Source: an optimization exercise on an open RTL-to-GDS flow (aim: small area). Production flows keep margins and buffers that such runs may drop.
Function was checked by simulation only, so behaviour that the tests miss may differ from the original.
No activity file was given, so power comes from the tool's default toggle rates.

[design.v]
module clk_div4 (
	input i_clk,
	input i_rst,
	output o_clk,
	output o_ce
);
reg [1:0] cnt;
	always @ (posedge i_clk)
	begin
		if (i_rst) cnt <= 0;
		else cnt <= cnt + 1;
	end
	assign o_clk = cnt[1];
	assign o_ce = (cnt == 2'd1);
endmodule
module data_enable (
    input i_clk,
    input i_rst,
    input i_ce,
    output o_data_enable,
	 output [8:0] o_col,
	 output [8:0] o_row
);
localparam TOTAL_HORIZONTAL = 525;
localparam TOTAL_VERTICAL = 290;
localparam HORIZONTAL_BLANKING = 45;
localparam VERTICAL_BLANKING = 18;
wire w_hsync;
wire w_vsync;
reg [9:0] r_hcounter;
reg [8:0] r_vcounter;
    always @ (posedge i_clk)
    begin
        if (i_rst)
        begin
            r_hcounter <= 0;
            r_vcounter <= 0;
        end
        else if (i_ce)
        begin
        if (r_hcounter == TOTAL_HORIZONTAL-1)
        begin
            r_hcounter <= 0;
            if(r_vcounter == TOTAL_VERTICAL-1) r_vcounter <= 0;
            else r_vcounter <= r_vcounter + 1;
        end
        else r_hcounter <= r_hcounter + 1;
        end
    end
    assign w_hsync = r_hcounter < HORIZONTAL_BLANKING ? 1'b0 : 1'b1;
    assign w_vsync = r_vcounter < VERTICAL_BLANKING ? 1'b0 : 1'b1;
    assign o_data_enable = w_hsync & w_vsync;
	 assign o_col = r_hcounter < HORIZONTAL_BLANKING ? 1'b0 : r_hcounter-HORIZONTAL_BLANKING;
	 assign o_row = r_vcounter < VERTICAL_BLANKING ? 1'b0 : r_vcounter-VERTICAL_BLANKING;
endmodule
module debouncer (
	input i_clk,
	input i_rst,
	input i_ce,
	input i_switch,
	output reg o_switch
);
reg [13:0] cnt;
localparam debounceLimit = 10000;
always @ (posedge i_clk)
begin
	 if (i_rst)
		begin
			cnt <= 0;
			o_switch <= 1'b0;
		end
	 else if (i_ce)
		begin
	 if(i_switch != o_switch && cnt < debounceLimit)
		cnt <= cnt + 1;
	 else if(cnt == debounceLimit)
		begin
			cnt <= 0;
			o_switch <= i_switch;
		end
	 else
		cnt <= 0;
		end
end
endmodule
module player #(
	parameter start_x = 0,
	parameter start_y = 0) (
	input i_clk,
	input i_rst,
	input i_ce,
	input i_up,
	input i_down,
	input [8:0] i_col,
	input [8:0] i_row,
	output o_color,
	output [8:0] o_y,
	output [6:0] o_h
);
localparam width = 5;
localparam height = 50;
reg r_last_up;
reg r_last_down;
wire [8:0] x = start_x;
reg [8:0] y;
	always @ (posedge i_clk)
	begin
		if (i_rst)
		begin
			y <= start_y;
			r_last_up <= 1'b0;
			r_last_down <= 1'b0;
		end
		else if (i_ce)
		begin
		if(~r_last_up & i_up)
		begin
			if(y>9) y <= y - 10;
			else y <= y;
		end
		if(~r_last_down & i_down)
			if((y+height)<270) y <= y + 10;
			else y <= y;
		begin
		end
		r_last_up <= i_up;
		r_last_down <= i_down;
		end
	end
	assign o_color = ((i_col >= x && i_col < x+width) && (i_row >= y && i_row < y+height)) ? 1'b1 : 1'b0;
	assign o_y = y;
	assign o_h = height;
endmodule
module ball #(
	parameter start_x = 235,
	parameter start_y = 135) (
	input i_clk,
	input i_rst,
	input i_ce,
	input [8:0] i_col,
	input [8:0] i_row,
	input [8:0] i_y1,
	input [6:0] i_h1,
	input [8:0] i_y2,
	input [6:0] i_h2,
	output o_color
);
localparam player_width = 5;
localparam player_heigth = 30;
localparam size = 5;
reg [8:0] x;
reg [8:0] y;
reg dir_x;
reg dir_y;
reg [11:0] cnt;
	always @ (posedge i_clk)
	begin
		if (i_rst)
		begin
			x <= start_x;
			y <= start_y;
			dir_x <= 0;
			dir_y <= 0;
			cnt <= 0;
		end
		else if (i_ce)
		begin
		cnt <= cnt + 1;
		if(cnt == 0)
		begin
			if(dir_x) x <= x + 1;
			else x <= x - 1;
			if(dir_y) y <= y + 1;
			else y <= y - 1;
		end
		if(cnt == 2)
		begin
		   if((x == 5 && (y >= i_y1 && (y+size) <= (i_y1+50))) || (x+size == 473 && (y >= i_y2 && (y+size) <= (i_y2+50))))
			begin
				dir_x <= ~dir_x;
			end
			else 
			begin
				dir_x <= dir_x;
			end
			if(y == 0 || y+size == 269)
			begin
				dir_y <= ~dir_y;
			end
			else dir_y <= dir_y; 
			if(x < 5 || x+size > 473 )
			begin
				x <= 235;
				y <= 135;
			end
			else 
			begin
				x <= x;
				y <= y;
			end
		end
		end
	end
	assign o_color = ((i_col >= x && i_col < x+size) && (i_row >= y && i_row < y+size)) ? 1'b1 : 1'b0;
endmodule
module LCD_AT043TN25_DE2_115 (
	input i_clk,
	input i_rst,
	input [3:0] i_sw,
	output o_clk,
	output o_data_enable,
	output [7:0] o_red,
	output [7:0] o_green,
	output [7:0] o_blue
);
wire w_clk;
wire w_ce;
wire w_player1;
wire w_player2;
wire w_ball;
wire [3:0] w_sw;
wire [8:0] w_col;
wire [8:0] w_row;
wire [8:0] w_y1;
wire [8:0] w_y2;
wire [6:0] w_h1;
wire [6:0] w_h2;
	clk_div4 divider (.i_clk(i_clk), .i_rst(i_rst), .o_clk(w_clk), .o_ce(w_ce));
	data_enable DE (.i_clk(i_clk), .i_rst(i_rst), .i_ce(w_ce), .o_data_enable(o_data_enable), .o_col(w_col), .o_row(w_row));
	debouncer db1 (.i_clk(i_clk), .i_rst(i_rst), .i_ce(w_ce), .i_switch(i_sw[0]), .o_switch(w_sw[0]));
	debouncer db2 (.i_clk(i_clk), .i_rst(i_rst), .i_ce(w_ce), .i_switch(i_sw[1]), .o_switch(w_sw[1]));
	debouncer db3 (.i_clk(i_clk), .i_rst(i_rst), .i_ce(w_ce), .i_switch(i_sw[2]), .o_switch(w_sw[2]));
	debouncer db4 (.i_clk(i_clk), .i_rst(i_rst), .i_ce(w_ce), .i_switch(i_sw[3]), .o_switch(w_sw[3]));
	player #(.start_x(0), .start_y(10)) player1 (.i_clk(i_clk), .i_rst(i_rst), .i_ce(w_ce), .i_up(w_sw[0]), .i_down(w_sw[1]), .i_col(w_col), .i_row(w_row), .o_color(w_player1), .o_y(w_y1), .o_h(w_h1));
	player #(.start_x(474), .start_y(40)) player2 (.i_clk(i_clk), .i_rst(i_rst), .i_ce(w_ce), .i_up(w_sw[2]), .i_down(w_sw[3]), .i_col(w_col), .i_row(w_row), .o_color(w_player2), .o_y(w_y2), .o_h(w_h2));
	ball b1 (.i_clk(i_clk), .i_rst(i_rst), .i_ce(w_ce), .i_col(w_col), .i_row(w_row), .o_color(w_ball), .i_y1(w_y1), .i_h1(w_h1), .i_y2(w_y2), .i_h2(w_h2));
	assign o_clk = w_clk;
	assign o_red = {8{w_player1}} | {8{w_player2}};
	assign o_green = {8{w_player1}} | {8{w_player2}} | {8{w_ball}};
	assign o_blue = {8{w_player2}} | {8{w_ball}};
endmodule
[run.sh]
#!/bin/bash
# synth_recipe.tcl (not shown) runs the flow's synth.tcl, then flattens the netlist and writes it again
# the make line also repeats each setting of config.mk as NAME=value (left out here)
make -C /OpenROAD-flow-scripts/flow DESIGN_CONFIG=/design/flow/config.mk WORK_HOME=/design/flow/orfs CLKGATE_MAP_FILE= SYNTH_SCRIPT=/design/flow/synth_recipe.tcl finish
[config.mk]
export PLATFORM = sky130hd
export DESIGN_NAME = LCD_AT043TN25_DE2_115
export DESIGN_NICKNAME = LCD_AT043TN25_DE2_115
export VERILOG_FILES = /design/flow/design.v
export SDC_FILE = /design/flow/constraint.sdc
export NUM_CORES = 4
export LEC_CHECK = 0
export CAP_MARGIN = 20
export CORE_MARGIN = 2
export CORE_UTILIZATION = 40
export SLEW_MARGIN = 20
[constraint.sdc]
create_clock -name core_clock -period 10.0 [get_ports {i_clk}]
set_input_delay 2.0000 -clock core_clock [delete_from_list [all_inputs] [get_ports {i_clk}]]
set_output_delay 2.0000 -clock core_clock [all_outputs]
set_load 0.01 [all_outputs]
==> results.txt <==
## cells by family after synthesis
group,synth area share [%]
and+or+nand+nor,21.22
xor gates and xnor gates,11.38
buffers and inverters,6.533
muxes,2.999
adders and majority gates,17.67
AOI/OAI and AO/OA,15.46
DFF,24.74
## layer usage
layer,vias up,share of wire [%],global-route usage (%)
met1,4141,49,24.22
met2,152,45,29.88
li1,4627,-,-
met5,-,0,0
met4,0,1.5,5.180
met3,27,4.3,3.268
## cell type report
type / instances / area share, %
timing repair buffer: 36 / 2.920
sequential: 133 / 22.68
clock inverter: 10 / 1.044
tap: 341 / 3.634
clock buffer: 21 / 3.922
inverter: 87 / 2.781
multi-input combinational: 1034 / 63.02
## flip-flops by register name, summed over array words and instances (netlist names)
name,count
db3.o_switch,1
player1.r_last_down,1
player2.r_last_up,1
b1.cnt,12
player2.y,8
player1.y,8
db4.o_switch,1
b1.dir_y,1
b1.x,9
db2.cnt,14
db1.o_switch,1
db2.o_switch,1
b1.dir_x,1
player2.r_last_down,1
DE.r_vcounter,9
db4.cnt,14
db1.cnt,14
db3.cnt,14
player1.r_last_up,1
divider.cnt,2
b1.y,9
DE.r_hcounter,10
## path summary, 6_finish.rpt
check	start	end	slack [ns]
worst min-delay path	divider.cnt[0]	divider.cnt[0]	0.43
worst min register to register	divider.cnt[0]	divider.cnt[0]	0.43
worst max register to register	b1.y[0]	b1.dir_x	6.49
worst max-delay path	DE.r_hcounter[0]	o_green[5]	3.26
## power breakdown
| part | switching, W | internal, W | leakage [nW] | total (W) |
|---|---|---|---|---|
| logic | 0.0000851 | 0.0000591 | 3.58 | 0.000144 |
| registers | 0.0000178 | 0.000539 | 1.07 | 0.000557 |
| clock network | 0.000243 | 0.000381 | 0.276 | 0.000624 |
## stage by stage
stage / total power [W] / hold slack, ns
floorplan: 0.0006764 / 0.3967
global placement: 0.0007093 / 0.4093
detailed placement: 0.0007113 / 0.4200
CTS: 0.001343 / 0.4338
global route: 0.001387 / 0.4465
finish: 0.001325 / 0.4341
## placed cells by master (no fill, tap or decap), types with 18 or more instances in the layout
cell type        instances
nor2_1                 167
ha_1                   143
dfxtp_1                133
inv_1                   87
nand2_1                 84
xor2_1                  73
a21oi_1                 71
xnor2_1                 65
nand3_1                 40
nand4_1                 38
o21ai_0                 34
mux2i_1                 30
clkdlybuf4s50_1         30
nor3_1                  29
a21o_1                  22
and3_1                  20
or3_1                   18
## worst max-delay path: cells and delay by family, from the launching register on
family,cells,cell delay (ns)
buffers and inverters,2,0.74
AO/OA/AOI/OAI,6,1.00
adder cells (fa/ha/maj),2,0.68
AND/OR/NAND/NOR,6,1.51
flip-flops,1,0.40
==> results.sh <==
export IMPL_status="finished clean"
export IMPL_dp_hpwl_mm=18.71
export IMPL_crit_path_end_kind="primary output"
export IMPL_fin_util_pct=44.06
export IMPL_cts_setup_buffers=0
export IMPL_synth_area_leader_cell="dfxtp_1"
export IMPL_yosysSeqAreaShare_pct=24.74
export IMPL_path_class="reg2out"
export IMPL_synth_fp_nets=1482
export IMPL_ys_warn_count=6
export IMPL_dp_slack_ns=3.683
export IMPL_critPathMaxStageDelay_ns=0.59
export IMPL_rows=60
export IMPL_synthCells=1328
export IMPL_fmax_ghz=0.1483
export IMPL_grt_pass1_wl_mm=42.41
export IMPL_drive_above_1_share_pct=4.088
export IMPL_slew_violations=0
export IMPL_vias_per_cell=5.383
export IMPL_cts_tree="yes"
export IMPL_dr_total_vias=8947
export IMPL_routed_wl_mm=24.88
export IMPL_numCtsBuffers=17
export IMPL_vdd_drop_max_uv=98.70
export IMPL_grt_max_degree=70
export IMPL_gp_congestion=0.9307
export IMPL_finalClockSkew_ns=0.01519
export IMPL_crit_path_top_delay_cell="clkdlybuf4s50_1"
export IMPL_dpl_cell_count=1631
export IMPL_ys_types=70
export IMPL_num_fill_cells=2636
export IMPL_synth_most_common_cell="nor2_1"
export IMPL_worstRegToRegCells=11
export IMPL_critPathLaunchType="flip-flop"
export IMPL_cellLeakagePower_nw=4.926
export IMPL_clk_insertion_delay_late_ns=0.42
export IMPL_holdBufCountCts=0
export IMPL_clk_pin_slew_worst_paths_ns=0.06
export IMPL_ys_async_sr_fraction_pct=0
export IMPL_power_density_nw_per_um2=112.9
export IMPL_period_needed_ns=6.743
export IMPL_cts_sinks=133
export IMPL_dr_first_iter_drc_count=484
export IMPL_netlist_area_um2=10760
export IMPL_firstDrtPassIters=6
export IMPL_seq_area_um2=2663
export IMPL_placed_cell_area_um2=11160
export IMPL_stdcell_count=1662
export IMPL_critPathArrivalTime_ns=4.74
export IMPL_dieArea_um2=28240
export IMPL_design_area_um2=11740
export IMPL_drc_errors=0
export IMPL_synth_top_cell_area_share_pct=24.74
export IMPL_period_share_pct=67.43
export IMPL_timing_final_ws_setup_ns=3.257
export IMPL_hold_path_class="reg2reg"
export IMPL_multi_input_area_um2=7400
export IMPL_rsz0062_at_grt="false"
export IMPL_nNetsFinal=1463
export IMPL_synth_enable_flop_cells=0
export IMPL_die_h_um=168.0
export IMPL_worst_pin_slew_ns=1.023
export IMPL_hold_viol_final=0
export IMPL_cts_root_buf="clkbuf_16"
export IMPL_postRouteAntennaNets=0
export IMPL_routedWlPerCell_um=14.97
export IMPL_diodes=0
export IMPL_setup_tns_final_ns=0
export IMPL_cp_required_ns=8.00
export IMPL_avgSynthCellArea_um2=8.105
export IMPL_grt_pass1_vias=8520
export IMPL_ys_top_cells_by_area="dfxtp_1 (25%), ha_1 (17%), xor2_1 (5.9%)"
export IMPL_synth_common_cells="nor2_1 (167), ha_1 (144), dfxtp_1 (133)"
export IMPL_ys_seq_elements=133
export IMPL_ctsResizeCount=0
export IMPL_cp_max_fo=10
export IMPL_grt_overflow_total=0
export IMPL_grt_use_total_pct=18.10
export IMPL_setup_violations=0
export IMPL_h_tree_depth=4
export IMPL_antenna_found_initial=0
export IMPL_port_buffers=31
export IMPL_drv_cap=0
export IMPL_synth_flop_cell="dfxtp_1"
export IMPL_worstPathCellList="inv_1 > ha_1 > nor2_1 > o21ai_1 > and3_1 > nor2_1 > ha_1 > nor2b_1 > o21a_1 > o21a_1 > o21ai_0 > a21oi_1 > o211a_1 > nor4_1 > or3_1 > clkdlybuf4s50_1"
export IMPL_io_pins=32
export IMPL_dieWidth_um=168.0
export IMPL_start_util_pct=40.38
export IMPL_clockBufferDepth=2
export IMPL_slew_limit_headroom_pct=31.77
export IMPL_core_area_um2=26650
export IMPL_syn_to_final_growth_pct=9.091
export IMPL_whs_path_depth=1

## separate check: timing with driven ports
Ports are ideal in the flow. The routed layout listed here was re-timed in OpenROAD. Step 1 sets driving cells, clkbuf_16 on the clock port and buf_2 on the other inputs (assumed; they add their load-dependent delay and slew). Step 2 moves the port delays by t, midway between the first and last clock arrival at a register: inputs arrive t later, outputs are due t later. That takes back most of the time a late clock gives input paths. Slacks: no drivers / after step 1 / after step 2; pairs: no drivers / after step 1.
t, ns: 0.465
slack for setup (ns): 3.257 / 3.208 / 3.673
slew at the worst register clock pin (ns): 0.06 / 0.06
After both steps this run still meets setup and hold. For this run, drivers alone change the setup slack by -0.049 ns; drivers and shift together by +0.416 ns.
